This design comes from an exercise in tuning for small area, a short achievable clock period and few clock cycles per item on the open sky130 flow, not from production work. Only simulation tests tie the RTL to the original design; equivalence was not proved. Power figures rest on the tool's default switching activity, not on a simulated workload.

==> design/flow/design.v <==
`timescale 1ns/1ps
module dut #(
    parameter int DATAW = 16
)(
    input  wire                 clk,
    input  wire                 rst_n,
    input  wire                 in_valid,
    output wire                 in_ready,
    input  wire signed [DATAW-1:0] in_data,
    output reg                  out_valid,
    input  wire                 out_ready,
    output wire signed [2*DATAW-1:0] out_data
);
    reg         v1;         
    reg  [15:0] a1;         
    wire        en2 = !out_valid || out_ready;    
    wire        en1 = !v1 || en2;                 
    assign in_ready = en1;
    wire        s    = in_data[15];
    wire [15:0] z;    
    assign z[0] = 1'b0;
    genvar gi;
    generate for (gi = 0; gi < 15; gi = gi + 1) begin : g_abs
        assign z[gi+1] = z[gi] | (s & in_data[gi]);
    end endgenerate
    wire [15:0] absx = in_data ^ z;
    always @(posedge clk or negedge rst_n) begin
        if (!rst_n) begin
            v1        <= 1'b0;
            out_valid <= 1'b0;
        end else begin
            if (en1) v1 <= in_valid;
            if (en2) out_valid <= v1;
        end
    end
    always @(posedge clk) begin
        if (in_valid && en1) a1 <= absx;
    end
    wire [14:0] m = a1[14:0];
    wire pp_0_1 = m[0] & m[1];
    wire pp_0_2 = m[0] & m[2];
    wire pp_0_3 = m[0] & m[3];
    wire pp_0_4 = m[0] & m[4];
    wire pp_0_5 = m[0] & m[5];
    wire pp_0_6 = m[0] & m[6];
    wire pp_0_7 = m[0] & m[7];
    wire pp_0_8 = m[0] & m[8];
    wire pp_0_9 = m[0] & m[9];
    wire pp_0_10 = m[0] & m[10];
    wire pp_0_11 = m[0] & m[11];
    wire pp_0_12 = m[0] & m[12];
    wire pp_0_13 = m[0] & m[13];
    wire pp_0_14 = m[0] & m[14];
    wire pp_1_2 = m[1] & m[2];
    wire pp_1_3 = m[1] & m[3];
    wire pp_1_4 = m[1] & m[4];
    wire pp_1_5 = m[1] & m[5];
    wire pp_1_6 = m[1] & m[6];
    wire pp_1_7 = m[1] & m[7];
    wire pp_1_8 = m[1] & m[8];
    wire pp_1_9 = m[1] & m[9];
    wire pp_1_10 = m[1] & m[10];
    wire pp_1_11 = m[1] & m[11];
    wire pp_1_12 = m[1] & m[12];
    wire pp_1_13 = m[1] & m[13];
    wire pp_1_14 = m[1] & m[14];
    wire pp_2_3 = m[2] & m[3];
    wire pp_2_4 = m[2] & m[4];
    wire pp_2_5 = m[2] & m[5];
    wire pp_2_6 = m[2] & m[6];
    wire pp_2_7 = m[2] & m[7];
    wire pp_2_8 = m[2] & m[8];
    wire pp_2_9 = m[2] & m[9];
    wire pp_2_10 = m[2] & m[10];
    wire pp_2_11 = m[2] & m[11];
    wire pp_2_12 = m[2] & m[12];
    wire pp_2_13 = m[2] & m[13];
    wire pp_2_14 = m[2] & m[14];
    wire pp_3_4 = m[3] & m[4];
    wire pp_3_5 = m[3] & m[5];
    wire pp_3_6 = m[3] & m[6];
    wire pp_3_7 = m[3] & m[7];
    wire pp_3_8 = m[3] & m[8];
    wire pp_3_9 = m[3] & m[9];
    wire pp_3_10 = m[3] & m[10];
    wire pp_3_11 = m[3] & m[11];
    wire pp_3_12 = m[3] & m[12];
    wire pp_3_13 = m[3] & m[13];
    wire pp_3_14 = m[3] & m[14];
    wire pp_4_5 = m[4] & m[5];
    wire pp_4_6 = m[4] & m[6];
    wire pp_4_7 = m[4] & m[7];
    wire pp_4_8 = m[4] & m[8];
    wire pp_4_9 = m[4] & m[9];
    wire pp_4_10 = m[4] & m[10];
    wire pp_4_11 = m[4] & m[11];
    wire pp_4_12 = m[4] & m[12];
    wire pp_4_13 = m[4] & m[13];
    wire pp_4_14 = m[4] & m[14];
    wire pp_5_6 = m[5] & m[6];
    wire pp_5_7 = m[5] & m[7];
    wire pp_5_8 = m[5] & m[8];
    wire pp_5_9 = m[5] & m[9];
    wire pp_5_10 = m[5] & m[10];
    wire pp_5_11 = m[5] & m[11];
    wire pp_5_12 = m[5] & m[12];
    wire pp_5_13 = m[5] & m[13];
    wire pp_5_14 = m[5] & m[14];
    wire pp_6_7 = m[6] & m[7];
    wire pp_6_8 = m[6] & m[8];
    wire pp_6_9 = m[6] & m[9];
    wire pp_6_10 = m[6] & m[10];
    wire pp_6_11 = m[6] & m[11];
    wire pp_6_12 = m[6] & m[12];
    wire pp_6_13 = m[6] & m[13];
    wire pp_6_14 = m[6] & m[14];
    wire pp_7_8 = m[7] & m[8];
    wire pp_7_9 = m[7] & m[9];
    wire pp_7_10 = m[7] & m[10];
    wire pp_7_11 = m[7] & m[11];
    wire pp_7_12 = m[7] & m[12];
    wire pp_7_13 = m[7] & m[13];
    wire pp_7_14 = m[7] & m[14];
    wire pp_8_9 = m[8] & m[9];
    wire pp_8_10 = m[8] & m[10];
    wire pp_8_11 = m[8] & m[11];
    wire pp_8_12 = m[8] & m[12];
    wire pp_8_13 = m[8] & m[13];
    wire pp_8_14 = m[8] & m[14];
    wire pp_9_10 = m[9] & m[10];
    wire pp_9_11 = m[9] & m[11];
    wire pp_9_12 = m[9] & m[12];
    wire pp_9_13 = m[9] & m[13];
    wire pp_9_14 = m[9] & m[14];
    wire pp_10_11 = m[10] & m[11];
    wire pp_10_12 = m[10] & m[12];
    wire pp_10_13 = m[10] & m[13];
    wire pp_10_14 = m[10] & m[14];
    wire pp_11_12 = m[11] & m[12];
    wire pp_11_13 = m[11] & m[13];
    wire pp_11_14 = m[11] & m[14];
    wire pp_12_13 = m[12] & m[13];
    wire pp_12_14 = m[12] & m[14];
    wire pp_13_14 = m[13] & m[14];
    wire hs0 = m[6] ^ pp_0_11;
    wire hc0 = m[6] & pp_0_11;
    wire hs1 = pp_0_12 ^ pp_1_11;
    wire hc1 = pp_0_12 & pp_1_11;
    wire fs2 = m[7] ^ pp_0_13 ^ pp_1_12;
    wire fc2 = (m[7] & pp_0_13) | (m[7] & pp_1_12) | (pp_0_13 & pp_1_12);
    wire hs3 = pp_2_11 ^ pp_3_10;
    wire hc3 = pp_2_11 & pp_3_10;
    wire fs4 = pp_0_14 ^ pp_1_13 ^ pp_2_12;
    wire fc4 = (pp_0_14 & pp_1_13) | (pp_0_14 & pp_2_12) | (pp_1_13 & pp_2_12);
    wire hs5 = pp_3_11 ^ pp_4_10;
    wire hc5 = pp_3_11 & pp_4_10;
    wire fs6 = m[8] ^ pp_1_14 ^ pp_2_13;
    wire fc6 = (m[8] & pp_1_14) | (m[8] & pp_2_13) | (pp_1_14 & pp_2_13);
    wire fs7 = pp_3_12 ^ pp_4_11 ^ pp_5_10;
    wire fc7 = (pp_3_12 & pp_4_11) | (pp_3_12 & pp_5_10) | (pp_4_11 & pp_5_10);
    wire fs8 = pp_2_14 ^ pp_3_13 ^ pp_4_12;
    wire fc8 = (pp_2_14 & pp_3_13) | (pp_2_14 & pp_4_12) | (pp_3_13 & pp_4_12);
    wire fs9 = m[9] ^ pp_3_14 ^ pp_4_13;
    wire fc9 = (m[9] & pp_3_14) | (m[9] & pp_4_13) | (pp_3_14 & pp_4_13);
    wire hs10 = m[4] ^ pp_0_7;
    wire hc10 = m[4] & pp_0_7;
    wire hs11 = pp_0_8 ^ pp_1_7;
    wire hc11 = pp_0_8 & pp_1_7;
    wire fs12 = m[5] ^ pp_0_9 ^ pp_1_8;
    wire fc12 = (m[5] & pp_0_9) | (m[5] & pp_1_8) | (pp_0_9 & pp_1_8);
    wire hs13 = pp_2_7 ^ pp_3_6;
    wire hc13 = pp_2_7 & pp_3_6;
    wire fs14 = pp_0_10 ^ pp_1_9 ^ pp_2_8;
    wire fc14 = (pp_0_10 & pp_1_9) | (pp_0_10 & pp_2_8) | (pp_1_9 & pp_2_8);
    wire hs15 = pp_3_7 ^ pp_4_6;
    wire hc15 = pp_3_7 & pp_4_6;
    wire fs16 = pp_1_10 ^ pp_2_9 ^ pp_3_8;
    wire fc16 = (pp_1_10 & pp_2_9) | (pp_1_10 & pp_3_8) | (pp_2_9 & pp_3_8);
    wire fs17 = pp_4_7 ^ pp_5_6 ^ hs0;
    wire fc17 = (pp_4_7 & pp_5_6) | (pp_4_7 & hs0) | (pp_5_6 & hs0);
    wire fs18 = pp_2_10 ^ pp_3_9 ^ pp_4_8;
    wire fc18 = (pp_2_10 & pp_3_9) | (pp_2_10 & pp_4_8) | (pp_3_9 & pp_4_8);
    wire fs19 = pp_5_7 ^ hc0 ^ hs1;
    wire fc19 = (pp_5_7 & hc0) | (pp_5_7 & hs1) | (hc0 & hs1);
    wire fs20 = pp_4_9 ^ pp_5_8 ^ pp_6_7;
    wire fc20 = (pp_4_9 & pp_5_8) | (pp_4_9 & pp_6_7) | (pp_5_8 & pp_6_7);
    wire fs21 = hc1 ^ hs3 ^ fs2;
    wire fc21 = (hc1 & hs3) | (hc1 & fs2) | (hs3 & fs2);
    wire fs22 = pp_5_9 ^ pp_6_8 ^ hc3;
    wire fc22 = (pp_5_9 & pp_6_8) | (pp_5_9 & hc3) | (pp_6_8 & hc3);
    wire fs23 = hs5 ^ fc2 ^ fs4;
    wire fc23 = (hs5 & fc2) | (hs5 & fs4) | (fc2 & fs4);
    wire fs24 = pp_6_9 ^ pp_7_8 ^ hc5;
    wire fc24 = (pp_6_9 & pp_7_8) | (pp_6_9 & hc5) | (pp_7_8 & hc5);
    wire fs25 = fc4 ^ fs6 ^ fs7;
    wire fc25 = (fc4 & fs6) | (fc4 & fs7) | (fs6 & fs7);
    wire fs26 = pp_5_11 ^ pp_6_10 ^ pp_7_9;
    wire fc26 = (pp_5_11 & pp_6_10) | (pp_5_11 & pp_7_9) | (pp_6_10 & pp_7_9);
    wire fs27 = fc6 ^ fc7 ^ fs8;
    wire fc27 = (fc6 & fc7) | (fc6 & fs8) | (fc7 & fs8);
    wire fs28 = pp_5_12 ^ pp_6_11 ^ pp_7_10;
    wire fc28 = (pp_5_12 & pp_6_11) | (pp_5_12 & pp_7_10) | (pp_6_11 & pp_7_10);
    wire fs29 = pp_8_9 ^ fc8 ^ fs9;
    wire fc29 = (pp_8_9 & fc8) | (pp_8_9 & fs9) | (fc8 & fs9);
    wire fs30 = pp_4_14 ^ pp_5_13 ^ pp_6_12;
    wire fc30 = (pp_4_14 & pp_5_13) | (pp_4_14 & pp_6_12) | (pp_5_13 & pp_6_12);
    wire fs31 = pp_7_11 ^ pp_8_10 ^ fc9;
    wire fc31 = (pp_7_11 & pp_8_10) | (pp_7_11 & fc9) | (pp_8_10 & fc9);
    wire fs32 = m[10] ^ pp_5_14 ^ pp_6_13;
    wire fc32 = (m[10] & pp_5_14) | (m[10] & pp_6_13) | (pp_5_14 & pp_6_13);
    wire fs33 = pp_7_12 ^ pp_8_11 ^ pp_9_10;
    wire fc33 = (pp_7_12 & pp_8_11) | (pp_7_12 & pp_9_10) | (pp_8_11 & pp_9_10);
    wire fs34 = pp_6_14 ^ pp_7_13 ^ pp_8_12;
    wire fc34 = (pp_6_14 & pp_7_13) | (pp_6_14 & pp_8_12) | (pp_7_13 & pp_8_12);
    wire fs35 = m[11] ^ pp_10_11 ^ pp_7_14;
    wire fc35 = (m[11] & pp_10_11) | (m[11] & pp_7_14) | (pp_10_11 & pp_7_14);
    wire hs36 = m[3] ^ pp_0_5;
    wire hc36 = m[3] & pp_0_5;
    wire hs37 = pp_0_6 ^ pp_1_5;
    wire hc37 = pp_0_6 & pp_1_5;
    wire fs38 = pp_1_6 ^ pp_2_5 ^ pp_3_4;
    wire fc38 = (pp_1_6 & pp_2_5) | (pp_1_6 & pp_3_4) | (pp_2_5 & pp_3_4);
    wire fs39 = pp_2_6 ^ pp_3_5 ^ hc10;
    wire fc39 = (pp_2_6 & pp_3_5) | (pp_2_6 & hc10) | (pp_3_5 & hc10);
    wire fs40 = pp_4_5 ^ hc11 ^ hs13;
    wire fc40 = (pp_4_5 & hc11) | (pp_4_5 & hs13) | (hc11 & hs13);
    wire fs41 = hc13 ^ hs15 ^ fc12;
    wire fc41 = (hc13 & hs15) | (hc13 & fc12) | (hs15 & fc12);
    wire fs42 = hc15 ^ fc14 ^ fs16;
    wire fc42 = (hc15 & fc14) | (hc15 & fs16) | (fc14 & fs16);
    wire fs43 = fc16 ^ fs18 ^ fc17;
    wire fc43 = (fc16 & fs18) | (fc16 & fc17) | (fs18 & fc17);
    wire fs44 = fc18 ^ fs20 ^ fc19;
    wire fc44 = (fc18 & fs20) | (fc18 & fc19) | (fs20 & fc19);
    wire fs45 = fc20 ^ fs22 ^ fc21;
    wire fc45 = (fc20 & fs22) | (fc20 & fc21) | (fs22 & fc21);
    wire fs46 = fc22 ^ fs24 ^ fc23;
    wire fc46 = (fc22 & fs24) | (fc22 & fc23) | (fs24 & fc23);
    wire fs47 = fs26 ^ fc24 ^ fc25;
    wire fc47 = (fs26 & fc24) | (fs26 & fc25) | (fc24 & fc25);
    wire fs48 = fc26 ^ fs28 ^ fc27;
    wire fc48 = (fc26 & fs28) | (fc26 & fc27) | (fs28 & fc27);
    wire fs49 = fc28 ^ fs30 ^ fc29;
    wire fc49 = (fc28 & fs30) | (fc28 & fc29) | (fs30 & fc29);
    wire fs50 = fc30 ^ fs32 ^ fs33;
    wire fc50 = (fc30 & fs32) | (fc30 & fs33) | (fs32 & fs33);
    wire fs51 = pp_9_11 ^ fc32 ^ fc33;
    wire fc51 = (pp_9_11 & fc32) | (pp_9_11 & fc33) | (fc32 & fc33);
    wire fs52 = pp_8_13 ^ pp_9_12 ^ fc34;
    wire fc52 = (pp_8_13 & pp_9_12) | (pp_8_13 & fc34) | (pp_9_12 & fc34);
    wire fs53 = pp_10_12 ^ pp_8_14 ^ pp_9_13;
    wire fc53 = (pp_10_12 & pp_8_14) | (pp_10_12 & pp_9_13) | (pp_8_14 & pp_9_13);
    wire fs54 = m[12] ^ pp_10_13 ^ pp_11_12;
    wire fc54 = (m[12] & pp_10_13) | (m[12] & pp_11_12) | (pp_10_13 & pp_11_12);
    wire hs55 = m[2] ^ pp_0_3;
    wire hc55 = m[2] & pp_0_3;
    wire hs56 = pp_0_4 ^ pp_1_3;
    wire hc56 = pp_0_4 & pp_1_3;
    wire fs57 = pp_1_4 ^ pp_2_3 ^ hs36;
    wire fc57 = (pp_1_4 & pp_2_3) | (pp_1_4 & hs36) | (pp_2_3 & hs36);
    wire fs58 = pp_2_4 ^ hc36 ^ hs37;
    wire fc58 = (pp_2_4 & hc36) | (pp_2_4 & hs37) | (hc36 & hs37);
    wire fs59 = hc37 ^ hs10 ^ fs38;
    wire fc59 = (hc37 & hs10) | (hc37 & fs38) | (hs10 & fs38);
    wire fs60 = hs11 ^ fc38 ^ fs39;
    wire fc60 = (hs11 & fc38) | (hs11 & fs39) | (fc38 & fs39);
    wire fs61 = fs12 ^ fc39 ^ fs40;
    wire fc61 = (fs12 & fc39) | (fs12 & fs40) | (fc39 & fs40);
    wire fs62 = fs14 ^ fc40 ^ fs41;
    wire fc62 = (fs14 & fc40) | (fs14 & fs41) | (fc40 & fs41);
    wire fs63 = fs17 ^ fc41 ^ fs42;
    wire fc63 = (fs17 & fc41) | (fs17 & fs42) | (fc41 & fs42);
    wire fs64 = fs19 ^ fc42 ^ fs43;
    wire fc64 = (fs19 & fc42) | (fs19 & fs43) | (fc42 & fs43);
    wire fs65 = fs21 ^ fc43 ^ fs44;
    wire fc65 = (fs21 & fc43) | (fs21 & fs44) | (fc43 & fs44);
    wire fs66 = fs23 ^ fc44 ^ fs45;
    wire fc66 = (fs23 & fc44) | (fs23 & fs45) | (fc44 & fs45);
    wire fs67 = fs25 ^ fc45 ^ fs46;
    wire fc67 = (fs25 & fc45) | (fs25 & fs46) | (fc45 & fs46);
    wire fs68 = fs27 ^ fc46 ^ fs47;
    wire fc68 = (fs27 & fc46) | (fs27 & fs47) | (fc46 & fs47);
    wire fs69 = fs29 ^ fc47 ^ fs48;
    wire fc69 = (fs29 & fc47) | (fs29 & fs48) | (fc47 & fs48);
    wire fs70 = fs31 ^ fc48 ^ fs49;
    wire fc70 = (fs31 & fc48) | (fs31 & fs49) | (fc48 & fs49);
    wire fs71 = fc31 ^ fs50 ^ fc49;
    wire fc71 = (fc31 & fs50) | (fc31 & fc49) | (fs50 & fc49);
    wire fs72 = fs34 ^ fc50 ^ fs51;
    wire fc72 = (fs34 & fc50) | (fs34 & fs51) | (fc50 & fs51);
    wire fs73 = fs35 ^ fc51 ^ fs52;
    wire fc73 = (fs35 & fc51) | (fs35 & fs52) | (fc51 & fs52);
    wire fs74 = fc35 ^ fs53 ^ fc52;
    wire fc74 = (fc35 & fs53) | (fc35 & fc52) | (fs53 & fc52);
    wire fs75 = pp_9_14 ^ fc53 ^ fs54;
    wire fc75 = (pp_9_14 & fc53) | (pp_9_14 & fs54) | (fc53 & fs54);
    wire fs76 = pp_10_14 ^ pp_11_13 ^ fc54;
    wire fc76 = (pp_10_14 & pp_11_13) | (pp_10_14 & fc54) | (pp_11_13 & fc54);
    wire fs77 = m[13] ^ pp_11_14 ^ pp_12_13;
    wire fc77 = (m[13] & pp_11_14) | (m[13] & pp_12_13) | (pp_11_14 & pp_12_13);
    wire [29:0] ra = {1'b0, m[14], pp_12_14, fs77, fc75, fs75, fc73, fc72, fs72, fc70, fc69, fc68, fc67, fc66, fc65, fc64, fc63, fc62, fc61, fc60, fc59, fc58, fc57, hc56, hc55, pp_1_2, pp_0_2, m[1], 1'b0, m[0]};
    wire [29:0] rb = {1'b0, pp_13_14, fc77, fc76, fs76, fc74, fs74, fs73, fc71, fs71, fs70, fs69, fs68, fs67, fs66, fs65, fs64, fs63, fs62, fs61, fs60, fs59, fs58, fs57, hs56, hs55, 1'b0, pp_0_1, 1'b0, 1'b0};
    reg f_r;    
    reg [29:0] s_r;    
    reg [7:0] g_r;    
    wire [8:0] bs0 = {1'b0, ra[7:0]} + {1'b0, rb[7:0]};
    wire [3:0] bs1 = {1'b0, ra[10:8]} + {1'b0, rb[10:8]};
    wire [3:0] bs2 = {1'b0, ra[13:11]} + {1'b0, rb[13:11]};
    wire [3:0] bs3 = {1'b0, ra[16:14]} + {1'b0, rb[16:14]};
    wire [3:0] bs4 = {1'b0, ra[19:17]} + {1'b0, rb[19:17]};
    wire [3:0] bs5 = {1'b0, ra[22:20]} + {1'b0, rb[22:20]};
    wire [3:0] bs6 = {1'b0, ra[25:23]} + {1'b0, rb[25:23]};
    wire [3:0] bs7 = {1'b0, ra[28:26]} + {1'b0, rb[28:26]};
    wire [1:0] bs8 = {1'b0, ra[29:29]} + {1'b0, rb[29:29]};
    always @(posedge clk) begin
        if (v1 && en2) begin
            f_r <= a1[15];
            s_r[7:0] <= bs0[7:0];
            g_r[0] <= bs0[8];
            s_r[10:8] <= bs1[2:0];
            g_r[1] <= bs1[3];
            s_r[13:11] <= bs2[2:0];
            g_r[2] <= bs2[3];
            s_r[16:14] <= bs3[2:0];
            g_r[3] <= bs3[3];
            s_r[19:17] <= bs4[2:0];
            g_r[4] <= bs4[3];
            s_r[22:20] <= bs5[2:0];
            g_r[5] <= bs5[3];
            s_r[25:23] <= bs6[2:0];
            g_r[6] <= bs6[3];
            s_r[28:26] <= bs7[2:0];
            g_r[7] <= bs7[3];
            s_r[29:29] <= bs8[0:0];
        end
    end
    wire bp1 = &s_r[10:8];
    wire bp2 = &s_r[13:11];
    wire bp3 = &s_r[16:14];
    wire bp4 = &s_r[19:17];
    wire bp5 = &s_r[22:20];
    wire bp6 = &s_r[25:23];
    wire bp7 = &s_r[28:26];
    wire pg0 = g_r[1] | (bp1 & g_r[0]);
    wire pg1 = g_r[3] | (bp3 & g_r[2]);
    wire pp1 = bp3 & bp2;
    wire pg2 = g_r[2] | (bp2 & pg0);
    wire pg3 = pg1 | (pp1 & pg0);
    wire pg4 = g_r[5] | (bp5 & g_r[4]);
    wire pp4 = bp5 & bp4;
    wire pg5 = g_r[7] | (bp7 & g_r[6]);
    wire pp5 = bp7 & bp6;
    wire pg6 = g_r[6] | (bp6 & pg4);
    wire pp6 = bp6 & pp4;
    wire pg7 = pg5 | (pp5 & pg4);
    wire pp7 = pp5 & pp4;
    wire pg8 = g_r[4] | (bp4 & pg3);
    wire pg9 = pg4 | (pp4 & pg3);
    wire pg10 = pg6 | (pp6 & pg3);
    wire pg11 = pg7 | (pp7 & pg3);
    wire [29:0] sq;
    assign sq[7:0] = s_r[7:0];
    assign sq[8] = s_r[8] ^ (g_r[0]);
    assign sq[9] = s_r[9] ^ (g_r[0] & s_r[8]);
    assign sq[10] = s_r[10] ^ (g_r[0] & s_r[8] & s_r[9]);
    assign sq[11] = s_r[11] ^ (pg0);
    assign sq[12] = s_r[12] ^ (pg0 & s_r[11]);
    assign sq[13] = s_r[13] ^ (pg0 & s_r[11] & s_r[12]);
    assign sq[14] = s_r[14] ^ (pg2);
    assign sq[15] = s_r[15] ^ (pg2 & s_r[14]);
    assign sq[16] = s_r[16] ^ (pg2 & s_r[14] & s_r[15]);
    assign sq[17] = s_r[17] ^ (pg3);
    assign sq[18] = s_r[18] ^ (pg3 & s_r[17]);
    assign sq[19] = s_r[19] ^ (pg3 & s_r[17] & s_r[18]);
    assign sq[20] = s_r[20] ^ (pg8);
    assign sq[21] = s_r[21] ^ (pg8 & s_r[20]);
    assign sq[22] = s_r[22] ^ (pg8 & s_r[20] & s_r[21]);
    assign sq[23] = s_r[23] ^ (pg9);
    assign sq[24] = s_r[24] ^ (pg9 & s_r[23]);
    assign sq[25] = s_r[25] ^ (pg9 & s_r[23] & s_r[24]);
    assign sq[26] = s_r[26] ^ (pg10);
    assign sq[27] = s_r[27] ^ (pg10 & s_r[26]);
    assign sq[28] = s_r[28] ^ (pg10 & s_r[26] & s_r[27]);
    assign sq[29] = s_r[29] ^ (pg11);
    assign out_data = {1'b0, f_r, sq[29:2], 1'b0, sq[0]};
endmodule
==> design/flow/flow/run.sh <==
#!/bin/bash
# Own layout flow: the standard ORFS flow with two changes.
#  1. After the standard synthesis, flow/polarity.py picks the polarity of
#     each full adder (self-dual) and simple gate so that the inverters Yosys's
#     extract_fa leaves around full adders go away.  Registers, ports and the
#     function are unchanged.
#  2. The port buffers that buffer_ports inserts are sky130_fd_sc_hd__buf_1
#     instead of its default (the slow clkdlybuf4s50_1 delay buffer).
# Each step writes its full output to a log file in this folder.
set -euo pipefail
RES=$PWD/orfs/results/${FLOW_PLATFORM}/dut/base
bash standard.sh synth > standard_synth.log 2>&1
cp $RES/1_2_yosys.v synth_standard.v
python3 flow/polarity.py $FLOW_HOME/platforms/sky130hd/lib/sky130_fd_sc_hd__tt_025C_1v80.lib \
    synth_standard.v $RES/1_2_yosys.v > polarity.log 2>&1
rm -f $RES/1_synth.odb $RES/1_synth.sdc
export BUFFER_PORTS_ARGS="-buffer_cell sky130_fd_sc_hd__buf_1"
bash standard.sh finish > standard_finish.log 2>&1
==> design/flow/flow/polarity.py <==
#!/usr/bin/env python3
"""Polarity clean-up of a flat Yosys gate netlist (sky130hd).

Yosys's extract_fa often wraps full adders in inverters on every input and
output (a full adder is self-dual: FA(~a,~b,~c) = ~FA(a,b,c)).  This script
chooses, for every full adder / majority cell, whether to use it in true or
complemented form, and for every simple gate whether to use it or its
complement (and2 <-> nand2, o21a <-> o21ai, ...), so that the inverters the
netlist needs, and the cell area, are smallest.  Every signal keeps its
function; registers, ports and their nets are untouched.

usage: polarity.py LIBERTY IN.v OUT.v
"""
import re, sys, random

lib, src, dst = sys.argv[1:4]

# ---- cell areas from the liberty
areas = {}
for m in re.finditer(r'cell\s*\(\s*"?(sky130_fd_sc_hd__\w+)"?\s*\)\s*\{', open(lib).read()):
    pass
libtxt = open(lib).read()
for m in re.finditer(r'cell\s*\(\s*"?(sky130_fd_sc_hd__\w+)"?\s*\)\s*\{(.*?)\barea\s*:\s*([\d.]+)', libtxt, re.S):
    areas[m.group(1)] = float(m.group(3))

P = 'sky130_fd_sc_hd__'
OUTPINS = {'X', 'Y', 'Q', 'Q_N', 'SUM', 'COUT', 'HI', 'LO'}
SELFDUAL = {'fa': ['A', 'B', 'CIN'], 'maj3': ['A', 'B', 'C']}
PAIRS = [('and2', 'nand2'), ('and3', 'nand3'), ('and4', 'nand4'), ('or2', 'nor2'),
         ('or3', 'nor3'), ('or4', 'nor4'), ('xor2', 'xnor2'), ('xor3', 'xnor3'),
         ('and2b', 'nand2b'), ('or2b', 'nor2b'), ('and3b', 'nand3b'), ('or3b', 'nor3b'),
         ('and4b', 'nand4b'), ('or4b', 'nor4b'), ('and4bb', 'nand4bb'), ('or4bb', 'nor4bb'),
         ('a21o', 'a21oi'), ('o21a', 'o21ai'), ('a211o', 'a211oi'), ('o211a', 'o211ai'),
         ('a22o', 'a22oi'), ('o22a', 'o22ai'), ('a31o', 'a31oi'), ('o31a', 'o31ai'),
         ('a32o', 'a32oi'), ('o32a', 'o32ai'), ('a41o', 'a41oi'), ('o41a', 'o41ai'),
         ('a221o', 'a221oi'), ('o221a', 'o221ai'), ('a311o', 'a311oi'), ('o311a', 'o311ai'),
         ('a2111o', 'a2111oi'), ('o2111a', 'o2111ai'), ('a21bo', 'a21boi'), ('o21ba', 'o21bai'),
         ('a2bb2o', 'a2bb2oi'), ('o2bb2a', 'o2bb2ai'), ('mux2', 'mux2i')]
COMP = {}
for a, b in PAIRS:
    COMP[a] = b; COMP[b] = a

def base_drive(t):
    m = re.fullmatch(P + r'(\w+?)_(\d+)', t)
    return (m.group(1), m.group(2)) if m else (None, None)

def complement(t):
    b, d = base_drive(t)
    if b not in COMP:
        return None
    c = COMP[b]
    if P + c + '_' + d in areas:
        return P + c + '_' + d
    # nearest available drive
    opts = sorted((int(re.search(r'_(\d+)$', n).group(1)), n) for n in areas
                  if re.fullmatch(P + c + r'_\d+', n))
    for dd, n in opts:
        if dd >= max(1, int(d)):
            return n
    return opts[-1][1] if opts else None

text = open(src).read()
mod = re.search(r'module\s+(\w+)\s*\((.*?)\);(.*)endmodule', text, re.S)
body = mod.group(3)
outports = set()
for m in re.finditer(r'^\s*output\s+(\[(\d+):(\d+)\]\s*)?(\S+?);', body, re.M):
    if m.group(1):
        hi, lo = int(m.group(2)), int(m.group(3))
        for i in range(min(hi, lo), max(hi, lo) + 1):
            outports.add(f'{m.group(4)}[{i}]')
    else:
        outports.add(m.group(4))

cellre = re.compile(r'^\s*(sky130_fd_sc_hd__\w+)\s+(\S+)\s*\((.*?)\);', re.S | re.M)
cells = []
for m in cellre.finditer(body):
    pins = [(p, n.strip()) for p, n in re.findall(r'\.(\w+)\(([^()]*)\)', m.group(3))]
    cells.append({'type': m.group(1), 'name': m.group(2), 'pins': pins, 'span': m.span()})
assert 'assign' not in body, 'netlist has assign statements'

def is_inv(c):
    b, _ = base_drive(c['type'])
    return b in ('inv', 'clkinv')

driver = {}
for i, c in enumerate(cells):
    for p, n in c['pins']:
        if p in OUTPINS:
            driver[n] = (i, p)

# inverters treated as inverters: those whose output is not a port net
invcell = set()
for i, c in enumerate(cells):
    if is_inv(c):
        out = dict(c['pins'])['Y']
        if out not in outports:
            invcell.add(i)

def root(n):
    q = 0
    seen = 0
    while n in driver and driver[n][0] in invcell:
        n = dict(cells[driver[n][0]]['pins'])['A']
        q ^= 1
        seen += 1
        assert seen < 100
    return n, q

# flippable cells
kind = {}
for i, c in enumerate(cells):
    if i in invcell:
        continue
    b, _ = base_drive(c['type'])
    outs = [n for p, n in c['pins'] if p in OUTPINS]
    if any(o in outports for o in outs):
        continue
    if b in SELFDUAL:
        kind[i] = 'sd'
    elif complement(c['type']):
        kind[i] = 'gate'

# loads: (cell index, pin, root, parity)
loads = []
for i, c in enumerate(cells):
    if i in invcell:
        continue
    for p, n in c['pins']:
        if p in OUTPINS:
            continue
        r, q = root(n)
        loads.append([i, p, r, q])
# output ports as loads (only if their net is driven through a removable inverter)
for o in outports:
    r, q = root(o)
    if r != o:
        loads.append([-1, o, r, q])

roots_loads = {}
for k, l in enumerate(loads):
    roots_loads.setdefault(l[2], []).append(k)
cell_inroots = {}
for k, l in enumerate(loads):
    if l[0] >= 0:
        cell_inroots.setdefault(l[0], set()).add(l[2])
cell_outroots = {}
for r in roots_loads:
    if r in driver and driver[r][0] not in invcell:
        cell_outroots.setdefault(driver[r][0], set()).add(r)

flip = {i: 0 for i in kind}
INV = areas[P + 'inv_1']

def eff(k):
    i, p, r, q = loads[k]
    e = q
    if i >= 0 and kind.get(i) == 'sd' and p in SELFDUAL[base_drive(cells[i]['type'])[0]]:
        e ^= flip[i]
    if r in driver:
        d = driver[r][0]
        if d in flip:
            e ^= flip[d]
    return e

def root_cost(r):
    return INV if any(eff(k) for k in roots_loads.get(r, [])) else 0.0

def cell_area(i):
    t = cells[i]['type']
    if kind.get(i) == 'gate' and flip[i]:
        t = complement(t)
    return areas[t]

def affected(i):
    s = set(cell_outroots.get(i, ()))
    if kind[i] == 'sd':
        s |= cell_inroots.get(i, set())
    return s

def total():
    return sum(root_cost(r) for r in roots_loads) + sum(cell_area(i) for i in kind)

before = total()
rng = random.Random(1)
order = list(kind)

def move_delta(i):
    rs = affected(i)
    c0 = sum(root_cost(r) for r in rs) + cell_area(i)
    flip[i] ^= 1
    c1 = sum(root_cost(r) for r in rs) + cell_area(i)
    flip[i] ^= 1
    return c1 - c0

# simulated annealing over single flips, then greedy descent; keep the best
cur = before
best = cur
best_flip = dict(flip)
steps = 200 * len(order) if order else 0
T0, T1 = 3.0, 0.02
for k in range(steps):
    T = T0 * (T1 / T0) ** (k / max(1, steps - 1))
    i = order[rng.randrange(len(order))]
    d = move_delta(i)
    if d <= 0 or rng.random() < pow(2.718281828, -d / T):
        flip[i] ^= 1
        cur += d
        if cur < best - 1e-9:
            best = cur
            best_flip = dict(flip)
flip.update(best_flip)
improved = True
while improved:
    improved = False
    for i in order:
        if move_delta(i) < -1e-9:
            flip[i] ^= 1
            improved = True
after = total()

# ---- rebuild
def fmt(n):
    return n + ' ' if n.startswith('\\') else n

newwires = []
neg_net = {}
newcells = []
ninv = 0
for r in roots_loads:
    if any(eff(k) for k in roots_loads[r]):
        nm = f'pol_n{ninv}'
        ninv += 1
        neg_net[r] = nm
        newwires.append(nm)
        newcells.append(f'  {P}inv_1 pol_inv{ninv} (\n    .A({fmt(r)}),\n    .Y({nm})\n  );\n')
conn = {}
portfix = []
for k, l in enumerate(loads):
    i, p, r, q = l
    net = neg_net[r] if eff(k) else r
    if i >= 0:
        conn[(i, p)] = net
    else:
        # output port net: drive it with a buffer from the right polarity
        portfix.append((p, net))
for p, net in portfix:
    newcells.append(f'  {P}buf_1 pol_obuf_{len(newcells)} (\n    .A({fmt(net)}),\n    .X({fmt(p)})\n  );\n')

def render(i, c):
    t = c['type']
    if kind.get(i) == 'gate' and flip[i]:
        t = complement(t)
    parts = []
    for p, n in c['pins']:
        if p in OUTPINS:
            if kind.get(i) == 'gate' and flip[i]:
                p = 'Y' if p == 'X' else 'X'
            parts.append(f'    .{p}({fmt(n)})')
        else:
            parts.append(f'    .{p}({fmt(conn[(i, p)])})')
    return f'  {t} {c["name"]} (\n' + ',\n'.join(parts) + '\n  );\n'

out = []
pos = 0
for i, c in enumerate(cells):
    s, e = c['span']
    out.append(body[pos:s])
    if i not in invcell:
        out.append(render(i, c).rstrip('\n').lstrip('\n'))
    pos = e
out.append(body[pos:])
newbody = ''.join(out)
decl = ''.join(f'  wire {w};\n' for w in newwires)
newbody = decl + newbody.rstrip() + '\n' + ''.join(newcells)
res = text[:mod.start(3)] + newbody + '\nendmodule' + text[mod.end():]
open(dst, 'w').write(res)
nflip = sum(flip.values())
print(f'polarity: {len(invcell)} inverters before, {ninv} after; {nflip} cells flipped '
      f'({sum(1 for i in flip if flip[i] and kind[i]=="sd")} self-dual); '
      f'{len(portfix)} port buffers; area of inverters+flippable {before:.1f} -> {after:.1f}')
==> design/flow/standard.sh <==
#!/bin/bash
# synth_recipe.tcl (not shown) runs the flow's synth.tcl, then flattens the netlist and writes it again
# the make line also repeats each setting of config.mk as NAME=value (left out here)
make -C /OpenROAD-flow-scripts/flow DESIGN_CONFIG=/design/flow/config.mk WORK_HOME=/design/flow/orfs CLKGATE_MAP_FILE= SYNTH_SCRIPT=/design/flow/synth_recipe.tcl "${@:-finish}"
==> design/flow/config.mk <==
export PLATFORM = sky130hd
export DESIGN_NAME = dut
export DESIGN_NICKNAME = dut
export VERILOG_FILES = /design/flow/design.v
export SDC_FILE = /design/flow/constraint.sdc
export NUM_CORES = 4
export LEC_CHECK = 0
export CAP_MARGIN = 20
export CORE_MARGIN = 2
export CORE_UTILIZATION = 65
export CTS_BUF_LIST = sky130_fd_sc_hd__clkbuf_16
export CTS_CLUSTER_SIZE = 30
export PLACE_DENSITY = 0.75
export SETUP_SLACK_MARGIN = 3.9
export SLEW_MARGIN = 20
==> design/flow/constraint.sdc <==
create_clock -name core_clock -period 7.5 [get_ports {clk}]
set_input_delay 1.5000 -clock core_clock [delete_from_list [all_inputs] [get_ports {clk}]]
set_output_delay 1.5000 -clock core_clock [all_outputs]
set_load 0.01 [all_outputs]
==> results of run 1 <==
[state kept, by name (all words and copies together), names as in the netlist]
signal     flops
g_r            8
s_r           28
out_valid      1
v1             1
f_r            1
a1            16
[critical path, stage by stage (launching register included)]
cell      delay, ns
edfxtp_1       0.37
nand4_1        0.20
a21oi_4        0.26
a41oi_2        0.17
o21bai_1       0.17
ha_2           0.21
ha_4           0.12
xor2_1         0.13
buf_2          0.15
[per-layer routing]
| metal | routed length (um) | GRT usage, % |
|---|---|---|
| met1 | 4310 | 31.6 |
| met2 | 5000 | 39.6 |
| met3 | 405 | 3.27 |
| met4 | 112 | 5.07 |
| met5 | 0 | 0 |
[per-stage QoR]
| step | cells | setup WS, ns | util (%) |
|---|---|---|---|
| 3_3_place_gp | 578 | 3.89 | 68.4 |
| 6_report | 624 | 3.93 | 75.0 |
| 5_1_grt | 624 | 3.81 | 75.0 |
| 2_1_floorplan | 448 | 3.96 | - |
| 3_5_place_dp | 578 | 3.79 | 68.4 |
| 4_1_cts | 603 | 3.90 | 72.8 |
[area by class of cell]
cell class	count	area, sq um	area share [%]
Multi-Input combinational cell	339	3540	58.3
Sequential cell	55	1640	27.0
Timing Repair Buffer	90	485	8.00
Tap cell	105	131	2.16
Clock buffer	5	125	2.06
Inverter	27	101	1.67
Clock inverter	3	47.5	0.783
[what timing repair did]
action / CTS / global route
gates resized for setup: 10 / 7
setup buffers: 17 / 21
setup endpoints to repair: 12 / 11
pin swaps: 4 / 8
[report_power, final]
part	leakage [nW]	total [W]	internal [W]	switching (W)
clock network	0.0844	0.000269	0.000159	0.000109
registers	0.534	0.000539	0.000478	0.0000614
logic	2.10	0.000896	0.000424	0.000472
total	2.72	0.00170	0.00106	0.000643
[worst max path at each step]
stage	to	slack [ns]	cells past startpoint	start
final	out_data[22]	3.93	8	g_r[0]
after global routing	out_data[22]	3.81	8	g_r[0]
after CTS	out_data[22]	3.90	8	g_r[0]
after detailed placement	s_r[19]	3.79	10	a1[12]
after global placement	s_r[19]	3.89	10	a1[12]
after floorplan	s_r[19]	3.96	11	a1[12]
==> reports/metrics.cfg, run 1 <==
[clock_tree]
cts_root_buffer = clkbuf_16
h-tree-depth = 2
clock_latency_ns = 0.30
clockBufferDepth = 2
cts.sinks = 55
cts_tree = built
ctsHoldBuffers = 0
clk_pin_slew_ns = 0.07
cts_made_buffers = 5

[timing]
rsz0062_at_grt = yes
setup_violations = 0
maxSlewViolCount = 0
fin_crit_sh_pct = 47.6
skew_ns = 0.00563
finalHoldViolCount = 0
finalSetupTns_ns = 0
tightest_slew_ns = 0.673
hold_ws_ns = 0.432
slew_headroom_pct = 55.1
fmax_mhz = 280
finalCriticalPeriod_ns = 3.57

[critical_path]
startpoint_type = flop
r2r-end = s_r[19]
reg2reg_from = a1[2]
endpoint_kind = output port
worst_r2r_path_depth = 11
path_max_fanout = 3
crit_required_ns = 6.00
arrival_ns = 2.07
worst-setup-path-type = flop to output port
timing.reg2reg.setup_slack_ns = 3.95

[power]
peakVddDrop_mv = 0.160
power_density_mw_per_mm2 = 281
leakage_nw = 2.72
finalPower_w = 0.00170

[die]
die_h_um = 94.7
die_w_um = 94.7
core_sq_mm = 0.00809
start_util_pct = 66.1
dieArea_sq_mm = 0.00897
rows = 33
io_pins = 54

[drt]
wl_per_cell_um = 15.7
detail-route-antenna-nets = 0
wl_um = 9820
drtIter0Drc = 228
via_per_inst = 5.48
drt_first_pass_iters = 4
drc_errors = 0
dr_total_vias = 3418

[global_routing]
grt_use_total_pct = 23.1
grt_max_degree = 38
first_global_vias = 3341
grt.overflow.total = 0
grt_pass1_wl_um = 15700
antenna_found_initial = 0

[final_layout]
fin_area_sq_mm = 0.00607
fin_nets = 661
layout-drive-gt1-share_pct = 12.9
layout_commonest_cell = and2_1
syn2layout_area_growth_pct = 13.5
antenna_cells = 0
final_cell_mix = and2_1, fa_1, edfxtp_1
fillCellCount = 562

[logic_synthesis]
ys_warn_count = 1
syn_area_per_cell_sq_um = 12.0
syn_area_sq_mm = 0.00535
syn_inst = 447

[job]
maxCapViolCount = 0

[place]
routabilityCongestion = 0.811
dp_hpwl_um = 7130
port_buffers = 51
place_area_sq_mm = 0.00554

[status]
outcome = complete, no violations

[min_path]
min_from = a1[15]
min_delay_path_depth = 0
hold_end = f_r
hold_class = flop to flop

Testbench counts, summed over its fixed seeds: cycles 16,016, items 16,000.
==> inputs of run 2 (changes only) <==
--- a/design/flow/flow/run.sh
+++ b/design/flow/flow/run.sh
@@ -15,4 +15,5 @@
     synth_standard.v $RES/1_2_yosys.v > polarity.log 2>&1
 rm -f $RES/1_synth.odb $RES/1_synth.sdc
+export RECOVER_POWER=50
 export BUFFER_PORTS_ARGS="-buffer_cell sky130_fd_sc_hd__buf_1"
 bash standard.sh finish > standard_finish.log 2>&1
--- a/design/flow/config.mk
+++ b/design/flow/config.mk
@@ -12,4 +12,4 @@
 export CTS_CLUSTER_SIZE = 30
 export PLACE_DENSITY = 0.75
-export SETUP_SLACK_MARGIN = 3.9
+export SETUP_SLACK_MARGIN = 3.75
 export SLEW_MARGIN = 20
==> run 2 against run 1 <==
Against the previous run: the layout now fails its checks (max-capacitance violations, max-slew violations); global-route usage fell by 0.45 points; die area did not move; combinational power fell by 6.2%; sequential power rose by 1%; critical path depth rose by 2; non-clock buffer count fell by 23; largest power group unchanged; sequential share of layout area rose by 1.0 points; total power fell by 2.8%.
==> reports/metrics.cfg, run 2 <==
[status]
outcome = failed layout checks
so_faults = max-capacitance violations, max-slew violations

[drt]
detail-route-antenna-nets = 0  ; unchanged
wl_um = 9450  ; -3.8%
drtIter0Drc = 182  ; -20%
drc_errors = 0  ; unchanged
drt_first_pass_iters = 4  ; unchanged
via_per_inst = 5.51  ; +0.64%
dr_total_vias = 3313  ; -3.1%
wl_per_cell_um = 15.7  ; -0.11%

[die]
core_sq_mm = 0.00809  ; unchanged
die_h_um = 94.7  ; unchanged
rows = 33  ; unchanged
die_w_um = 94.7  ; unchanged
dieArea_sq_mm = 0.00897  ; unchanged
io_pins = 54  ; unchanged
start_util_pct = 66.1  ; unchanged

[timing]
finalWorstSetupSlack_ns = 3.87  ; -0.0610 ns
fin_crit_sh_pct = 48.4  ; +0.81 points
rsz0062_at_grt = yes
fmax_mhz = 276  ; -1.7%
hold_ws_ns = 0.433  ; +0.000375 ns
finalHoldViolCount = 0  ; unchanged
skew_ns = 0.00575  ; +0.000119 ns
maxSlewViolCount = 38  ; +38
finalCriticalPeriod_ns = 3.63  ; +0.0610 ns
tightest_slew_ns = 2.06  ; +1.39 ns
setup_violations = 0  ; unchanged
finalSetupTns_ns = 0  ; unchanged
slew_headroom_pct = -37.4  ; -93 points

[logic_synthesis]
syn_area_per_cell_sq_um = 12.0  ; unchanged
syn_area_sq_mm = 0.00535  ; unchanged
ys_warn_count = 1  ; unchanged
syn_inst = 447  ; unchanged

[critical_path]
worst-setup-path-type = flop to flop
endpoint = s_r[19]
r2r-end = s_r[19]
startpoint_type = flop
path_max_fanout = 16  ; +13
arrival_ns = 3.68  ; +1.61 ns
setup.worst_path.start = a1[0]
endpoint_kind = flop
timing.reg2reg.setup_slack_ns = 3.87  ; -0.08 ns
worst_r2r_path_depth = 10  ; -1
crit_required_ns = 7.55  ; +1.55 ns
reg2reg_from = a1[0]

[power]
peakVddDrop_mv = 0.157  ; -1.7%
power_density_mw_per_mm2 = 283  ; +0.87%
leakage_nw = 2.59  ; -4.7%

[final_layout]
reg_top3 = s_r: 28 flops, a1: 16 flops, g_r: 8 flops
antenna_cells = 0  ; unchanged
syn2layout_area_growth_pct = 9.41
layout-drive-gt1-share_pct = 6.85  ; -6.1 points
largest_reg_flops = 28  ; unchanged
top_register = s_r
fin_nets = 638  ; -3.5%
layout_commonest_cell = and2_1
final_cell_mix = and2_1, fa_1, ha_1, edfxtp_1, buf_1

[clock_tree]
h-tree-depth = 2  ; unchanged
cts_root_buffer = clkbuf_16
clock_latency_ns = 0.30  ; about the same
clk_pin_slew_ns = 0.07  ; about the same
cts_tree = built
clockBufferDepth = 2  ; unchanged
cts_made_buffers = 5  ; unchanged
cts.sinks = 55  ; unchanged

[job]
maxCapViolCount = 1  ; +1

[global_routing]
antenna_found_initial = 0  ; unchanged
grt_pass1_wl_um = 15400  ; -1.8%
first_global_vias = 3251  ; -2.7%
grt_max_degree = 38  ; unchanged
grt_use_total_pct = 22.6  ; -0.45 points
grt.overflow.total = 0  ; unchanged

[place]
pre_cts_slack_ns = 3.79  ; unchanged
dp_hpwl_um = 7130  ; unchanged
routabilityCongestion = 0.811  ; unchanged
port_buffers = 51  ; unchanged

[min_path]
hold_class = flop to flop

run 2: cell count changes in the layout (fill, tap and decap cells not counted), sizes merged:
cell	previous run	this run
clkbuf	7	12
buf	88	60
run 2: report_power, final:
part / switching [W] / internal, W / leakage (nW) / total [W]
Combinational: 0.000450 / 0.000390 / 1.97 / 0.000840
Clock: 0.000111 / 0.000159 / 0.0844 / 0.000271
Sequential: 0.0000678 / 0.000479 / 0.534 / 0.000547
Total: 0.000628 / 0.00103 / 2.59 / 0.00166
run 2: worst max-delay path, stage by stage, from the launching register on:
cell      delay [ns]
edfxtp_1        0.62
nand2_1         0.13
fa_1            0.51
inv_1           0.06
fa_1            0.43
fa_1            0.41
fa_1            0.48
ha_1            0.23
fa_1            0.37
inv_1           0.08
xnor2_1         0.07
run 2: area by class of cell:
class | instances | area [sq um]
clock buffer | 5 | 125
timing repair buffer | 67 | 305
inverter | 27 | 101
clock inverter | 3 | 47.5
fill | 599 | 2240
tap | 105 | 131
multi-input combinational | 339 | 3500
sequential | 55 | 1640
run 2: worst min-delay path by stage:
| stage | startpoint | to | slack, ns | cells past startpoint |
|---|---|---|---|---|
| 2_1_floorplan | a1[15] | f_r | 0.40 | 0 |
| 3_3_place_gp | a1[15] | f_r | 0.41 | 0 |
| 3_5_place_dp | a1[15] | f_r | 0.42 | 0 |
| 4_1_cts | a1[15] | f_r | 0.44 | 0 |
| 5_1_grt | a1[15] | f_r | 0.44 | 0 |
| 6_report | a1[15] | f_r | 0.43 | 0 |
run 2: per-layer routing:
metal,track usage (%),routed length [um],vias up
met4,5.07,111,0
met1,31.5,4160,1659
met3,3.27,419,8
li1,-,-,1567
met5,0,0,-
met2,38.2,4760,79
run 2: per-stage QoR:
stage,utilization [%],instance area [sq um],total power (W),cells
6_report,72.3,5850,0.00166,601
4_1_cts,70.7,5720,0.00166,586
2_1_floorplan,-,5350,0.00116,448
3_5_place_dp,68.4,5540,0.00138,578
5_1_grt,72.3,5850,0.00180,601
3_3_place_gp,68.4,5540,0.00131,578
run 2: repair_timing:
action | 4_1_cts | 5_1_grt
hold buffers | 0 | 0
setup endpoints to repair | 1 | 6
pin swaps | 0 | 3
hold endpoints to repair | 0 | 0
setup buffers | 0 | 15
gates resized for setup | 2 | 5
==> inputs of run 3 (changes only) <==
--- a/design/flow/flow/run.sh
+++ b/design/flow/flow/run.sh
@@ -15,5 +15,5 @@
     synth_standard.v $RES/1_2_yosys.v > polarity.log 2>&1
 rm -f $RES/1_synth.odb $RES/1_synth.sdc
-export RECOVER_POWER=50
+export CTS_ARGS="-sink_clustering_enable -repair_clock_nets -buf_list sky130_fd_sc_hd__clkbuf_16 -sink_clustering_size 30 -dont_use_dummy_load"
 export BUFFER_PORTS_ARGS="-buffer_cell sky130_fd_sc_hd__buf_1"
 bash standard.sh finish > standard_finish.log 2>&1
==> run 3 against run 2 <==
Against the previous run: now clean on timing, DRC and antenna; non-clock buffer count up 3; sequential cell count unchanged; clock-buffer cell count did not move; clock power decreased by 21%; critical path depth unchanged; total power decreased by 3.3%.
==> reports/metrics.cfg, run 3 <==
[power]
power_density_mw_per_mm2 = 275  ; -3.1%
peakVddDrop_mv = 0.105  ; -33%
leakage_nw = 2.59  ; +0.17%
finalPower_w = 0.00160  ; -3.3%

[die]
io_pins = 54  ; unchanged
rows = 33  ; unchanged
die_w_um = 94.7  ; unchanged
die_h_um = 94.7  ; unchanged
core_sq_mm = 0.00809  ; unchanged
start_util_pct = 66.1  ; unchanged
dieArea_sq_mm = 0.00897  ; unchanged

[timing]
hold_ws_ns = 0.432  ; -0.000467 ns
finalHoldViolCount = 0  ; unchanged
tightest_slew_ns = 0.667  ; -1.40 ns
rsz0062_at_grt = yes
slew_headroom_pct = 55.6  ; +93 points
maxSlewViolCount = 0  ; -100%
fmax_mhz = 272  ; -1.1%
finalSetupTns_ns = 0  ; unchanged
setup_violations = 0  ; unchanged
finalCriticalPeriod_ns = 3.67  ; +0.0405 ns
fin_crit_sh_pct = 48.9  ; +0.54 points
skew_ns = 0.0147  ; +0.00896 ns

[critical_path]
reg2reg_from = a1[0]
setup.worst_path.start = a1[0]
cpMostUsedCell = fa_1
endpoint_kind = flop
path_max_fanout = 16  ; unchanged
timing.reg2reg.setup_slack_ns = 3.83  ; -0.04 ns
slowest_stage = edfxtp_1
startpoint_type = flop
cp_cell_sequence = nand2_1 -> fa_1 -> inv_1 -> fa_1 -> fa_1 -> fa_1 -> ha_1 -> fa_1 -> inv_1 -> xnor2_1
crit_buf_inv = 2  ; unchanged
crit_cells = 10  ; unchanged
slowest_delay_ns = 0.63  ; about the same
arrival_ns = 3.70  ; +0.02 ns
r2r-end = s_r[19]
worst_r2r_path_depth = 10  ; unchanged
cp_top_family = adder cells
worst-setup-path-type = flop to flop
crit_required_ns = 7.53  ; -0.02 ns
endpoint = s_r[19]

[final_layout]
antenna_cells = 0  ; unchanged
layout-drive-gt1-share_pct = 7.46  ; +0.60 points
top_register = s_r
syn2layout_area_growth_pct = 9.15
reg_top3 = s_r: 28 flops, a1: 16 flops, g_r: 8 flops
fin_nets = 641  ; +0.47%
largest_reg_flops = 28  ; unchanged
final_cell_mix = and2_1, fa_1, ha_1, edfxtp_1, buf_1
layout_commonest_cell = and2_1
fillCellCount = 600  ; +0.17%

[drt]
via_per_inst = 5.45  ; -1.1%
detail-route-antenna-nets = 0  ; unchanged
drc_errors = 0  ; unchanged
wl_per_cell_um = 15.6  ; -0.88%
dr_total_vias = 3278  ; -1.1%
drt_first_pass_iters = 4  ; unchanged
wl_um = 9370  ; -0.88%
drtIter0Drc = 163  ; -10%

[place]
routabilityCongestion = 0.811  ; unchanged
dp_hpwl_um = 7130  ; unchanged
port_buffers = 51  ; unchanged

[clock_tree]
h-tree-depth = 2  ; unchanged
cts.sinks = 55  ; unchanged
clockBufferDepth = 2  ; unchanged
cts_root_buffer = clkbuf_16
cts_made_buffers = 5  ; unchanged
clk_pin_slew_ns = 0.07  ; about the same
clock_latency_ns = 0.29  ; about the same
cts_tree = built

[min_path]
hold_class = flop to flop
min_delay_path_depth = 0  ; unchanged

[global_routing]
first_global_vias = 3232  ; -0.58%
use_met1_pct = 31.4  ; -0.075 points
met2_usage_pct = 37.7  ; -0.53 points
grt_use_total_pct = 22.3  ; -0.36 points
antenna_found_initial = 0  ; unchanged
grt_pass1_wl_um = 15200  ; -1.3%
grt_max_degree = 38  ; unchanged
use_met3_pct = 3.11  ; -0.16 points
grt_busiest_layer = met2
grt.overflow.total = 0  ; unchanged

[logic_synthesis]
syn_area_per_cell_sq_um = 12.0  ; unchanged
syn_inst = 447  ; unchanged
ys_warn_count = 1  ; unchanged
syn_area_sq_mm = 0.00535  ; unchanged

[status]
outcome = complete, no violations

[job]
maxCapViolCount = 0  ; -1

==> run 3: changes by cell type in the layout (fill, tap and decap cells not counted), sizes merged <==
cell    previous run  this run
bufinv             1         0
buf               60        69
inv               28        27
clkbuf            12         6
clkinv             1         0
==> run 3: cell type report <==
| type | count | area (sq um) | share of cell area [%] |
|---|---|---|---|
| tap | 105 | 131 | 2.25 |
| multi-input combinational | 339 | 3500 | 60.0 |
| clock buffer | 5 | 125 | 2.14 |
| timing repair buffer | 70 | 335 | 5.74 |
| inverter | 27 | 101 | 1.74 |
| sequential | 55 | 1640 | 28.1 |
==> run 3: worst min path at each step <==
stage            from  end  slack (ns)
4_1_cts        a1[15]  f_r        0.44
3_5_place_dp   a1[15]  f_r        0.42
6_report       a1[15]  f_r        0.43
3_3_place_gp   a1[15]  f_r        0.41
5_1_grt        a1[15]  f_r        0.44
2_1_floorplan  a1[15]  f_r        0.40
==> run 3: power by group <==
part           switching [W]  internal (W)
Sequential         0.0000658      0.000478
Combinational       0.000452      0.000394
Clock              0.0000945      0.000118
==> run 3: timing repair <==
action | in CTS | in global routing
buffers inserted | 0 | 18
hold endpoints to repair | 0 | 0
hold buffers | 0 | 0
resized for setup | 2 | 5
pin swaps | 0 | 3
cloned | 0 | 0
setup endpoints to repair | 1 | 8
==> run 3: per-layer routing <==
layer	routed length [um]	vias to the layer above	share of wire, %
li1	-	1572	-
met1	4300	1629	46
met2	4630	70	49
met3	356	7	3.8
met4	79	0	0.84
met5	0	-	0
==> run 3: worst reg2reg max path, cell delays in order, from the launching register on <==
cell	delay, ns
edfxtp_1	0.63
nand2_1	0.14
fa_1	0.52
inv_1	0.06
fa_1	0.43
fa_1	0.41
fa_1	0.48
ha_1	0.23
fa_1	0.37
inv_1	0.08
xnor2_1	0.07
==> run 3: through the flow <==
step | utilization [%] | setup slack [ns] | instances | instance area (sq um)
after global placement | 68.4 | 3.89 | 578 | 5540
after detailed placement | 68.4 | 3.79 | 578 | 5540
after global routing | 72.1 | 3.71 | 601 | 5840
after floorplan | - | 3.96 | 448 | 5350
after CTS | 70.1 | 3.77 | 583 | 5670
final | 72.1 | 3.83 | 601 | 5840
==> inputs of run 4 (changes only) <==
--- a/design/flow/flow/run.sh
+++ b/design/flow/flow/run.sh
@@ -15,5 +15,4 @@
     synth_standard.v $RES/1_2_yosys.v > polarity.log 2>&1
 rm -f $RES/1_synth.odb $RES/1_synth.sdc
-export CTS_ARGS="-sink_clustering_enable -repair_clock_nets -buf_list sky130_fd_sc_hd__clkbuf_16 -sink_clustering_size 30 -dont_use_dummy_load"
 export BUFFER_PORTS_ARGS="-buffer_cell sky130_fd_sc_hd__buf_1"
 bash standard.sh finish > standard_finish.log 2>&1
==> run 4 against run 3 <==
Against the previous run: die area unchanged; routed wire length up 0.77%; critical path depth unchanged; highest routed layer unchanged; total power up 3.4%; setup slack better by 0.042 ns; global-route usage up 0.36 points.
==> reports/metrics.cfg, run 4 <==
[timing]
finalCriticalPeriod_ns = 3.63  ; -0.0423 ns
slew_headroom_pct = 56.1  ; +0.55 points
setup_violations = 0  ; unchanged
finalSetupTns_ns = 0  ; unchanged
hold_ws_ns = 0.432  ; -0.0000970 ns
fmax_mhz = 276  ; +1.2%
finalHoldViolCount = 0  ; unchanged
tightest_slew_ns = 0.658  ; -0.00832 ns
maxSlewViolCount = 0  ; unchanged
skew_ns = 0.00559  ; -0.00912 ns
finalWorstSetupSlack_ns = 3.87  ; +0.0423 ns
fin_crit_sh_pct = 48.4  ; -0.56 points
rsz0062_at_grt = yes

[drt]
top_layer_used = met4
drt_first_pass_iters = 4  ; unchanged
wl_per_cell_um = 15.7  ; +0.77%
wl_met1_um = 4210  ; -2.0%
met2_length_um = 4680  ; +0.88%
drtIter0Drc = 158  ; -3.1%
dr_total_vias = 3294  ; +0.49%
wl_met3_um = 416  ; +17%
via_per_inst = 5.48  ; +0.49%
detail-route-antenna-nets = 0  ; unchanged
wl_um = 9440  ; +0.77%
drc_errors = 0  ; unchanged

[place]
routabilityCongestion = 0.811  ; unchanged
pre_cts_slack_ns = 3.79  ; unchanged
dp_hpwl_um = 7130  ; unchanged
dp_cells = 578  ; unchanged
port_buffers = 51  ; unchanged

[critical_path]
startpoint_type = flop
worst-setup-path-type = flop to flop
reg2reg_from = a1[0]
endpoint_kind = flop
path_max_fanout = 16  ; unchanged
arrival_ns = 3.68  ; -0.02 ns
setup.worst_path.start = a1[0]
crit_required_ns = 7.55  ; +0.02 ns

[logic_synthesis]
syn_area_sq_mm = 0.00535  ; unchanged
syn_area_per_cell_sq_um = 12.0  ; unchanged
syn_inst = 447  ; unchanged
ys_warn_count = 1  ; unchanged

[job]
maxCapViolCount = 0  ; unchanged

[die]
die_h_um = 94.7  ; unchanged
die_w_um = 94.7  ; unchanged
io_pins = 54  ; unchanged
dieArea_sq_mm = 0.00897  ; unchanged
rows = 33  ; unchanged
core_sq_mm = 0.00809  ; unchanged
start_util_pct = 66.1  ; unchanged

[clock_tree]
cts_root_buffer = clkbuf_16
cts_tree = built
clockBufferDepth = 2  ; unchanged
clk_pin_slew_ns = 0.07  ; about the same
h-tree-depth = 2  ; unchanged
ctsHoldBuffers = 0  ; unchanged
cts.sinks = 55  ; unchanged
cts_made_buffers = 5  ; unchanged
clock_latency_ns = 0.30  ; about the same

[final_layout]
reg_top3 = s_r: 28 flops, a1: 16 flops, g_r: 8 flops
final_cell_mix = and2_1, fa_1, ha_1, edfxtp_1, buf_1
layout_commonest_cell = and2_1
syn2layout_area_growth_pct = 9.62
layout-drive-gt1-share_pct = 7.46  ; unchanged
top_register = s_r
fin_nets = 638  ; -0.47%
final_cell_count_no_fill = 601  ; unchanged
largest_reg_flops = 28  ; unchanged
antenna_cells = 0  ; unchanged

[power]
power_density_mw_per_mm2 = 283  ; +3.0%
finalPower_w = 0.00166  ; +3.4%
leakage_nw = 2.60  ; +0.32%
peakVddDrop_mv = 0.157  ; +50%

[status]
outcome = complete, no violations

[global_routing]
grt_use_total_pct = 22.6  ; +0.36 points
first_global_vias = 3251  ; +0.59%
grt.overflow.total = 0  ; unchanged
antenna_found_initial = 0  ; unchanged
grt_max_degree = 38  ; unchanged
grt_pass1_wl_um = 15400  ; +1.3%

[min_path]
hold_class = flop to flop
min_from = a1[15]

==> run 4: cell types whose count changed in the layout (fill, tap and decap cells not counted) <==
cell       before  now
bufinv_16       0    1
clkinv_4        0    1
buf_4          19   16
inv_6           0    1
==> run 4: power breakdown <==
part           switching (W)  internal (W)  total [W]
logic               0.000449      0.000392   0.000841
registers          0.0000683      0.000478   0.000546
clock network       0.000110      0.000159   0.000269
total               0.000628       0.00103    0.00166
==> run 4: metrics by stage <==
| stage | utilization [%] | instance area, sq um |
|---|---|---|
| CTS | 70.7 | 5720 |
| global route | 72.4 | 5860 |
| finish | 72.4 | 5860 |
| detailed placement | 68.4 | 5540 |
| global placement | 68.4 | 5540 |
| floorplan | - | 5350 |
==> run 4: critical path, stage by stage, from the launching register on <==
cell	delay (ns)
edfxtp_1	0.62
nand2_1	0.13
fa_1	0.51
inv_1	0.06
fa_1	0.43
fa_1	0.41
fa_1	0.48
ha_1	0.23
fa_1	0.37
inv_1	0.08
xnor2_1	0.07
==> run 4: what timing repair did <==
action,4_1_cts,5_1_grt
resized for setup,2,5
gates cloned,0,0
setup endpoints to repair,1,6
buffers inserted,0,15
pin swaps,0,3
==> run 4: layout make-up <==
| cell class | instances | area (sq um) |
|---|---|---|
| sequential | 55 | 1640 |
| multi-input combinational | 339 | 3500 |
| tap | 105 | 131 |
| clock inverter | 3 | 47.5 |
| fill | 596 | 2230 |
| clock buffer | 5 | 125 |
| timing repair buffer | 67 | 313 |
| inverter | 27 | 101 |
==> run 4: path summary, 6_finish.rpt <==
kind                             endpoint  slack (ns)  cells after the start
worst max-delay path              s_r[19]        3.87                     10
worst min-delay path                  f_r        0.43                      0
worst max register to register    s_r[19]        3.87                     10
worst min register to register        f_r        0.43                      0
max in group asynchronous              v1        6.40                      1
min in group asynchronous       out_valid        0.97                      1
==> run 4: metal layers <==
metal | global-route usage [%] | up-vias
li1 | - | 1568
met1 | 31.5 | 1640
met2 | 38.2 | 76
met3 | 3.27 | 10
met4 | 5.07 | 0
met5 | 0 | -

## re-timing with driven ports
The flow's constraints put no driver on any port. The routed layouts listed below were extracted and timed again, unchanged, in two steps. Step 1 (the two cells are an assumption about what drives the block):
set clk [get_ports {clk}]
set_driving_cell -lib_cell sky130_fd_sc_hd__clkbuf_16 $clk
set_driving_cell -lib_cell sky130_fd_sc_hd__buf_2 [delete_from_list [all_inputs] $clk]
Step 2 adds t to the input delays and takes it off the output delays; t is the mean of the earliest and latest rising clock arrival at the registers after step 1. Input paths then give back, and output paths get back, about the clock's delay inside the block. a / b / c = ideal / step 1 / step 2; a / b = the first two.
| run | shift t [ns] | setup WS [ns] | worst slew at a driven data input, ns | cell pins on the clock port's net |
|---|---|---|---|---|
| run 1 | 0.334 | 3.932 / 3.892 / 3.953 | 0.03 | 1 |
| run 2 | 0.334 | 3.871 / 3.854 / 3.771 | 0.03 | 1 |
| run 3 | 0.325 | 3.830 / 3.830 / 3.830 | 0.03 | 1 |
| run 4 | 0.333 | 3.872 / 3.854 / 3.872 | 0.03 | 1 |
For run 2, which loses most, drivers alone change the setup slack by -0.017 ns; drivers and shift together by -0.100 ns.
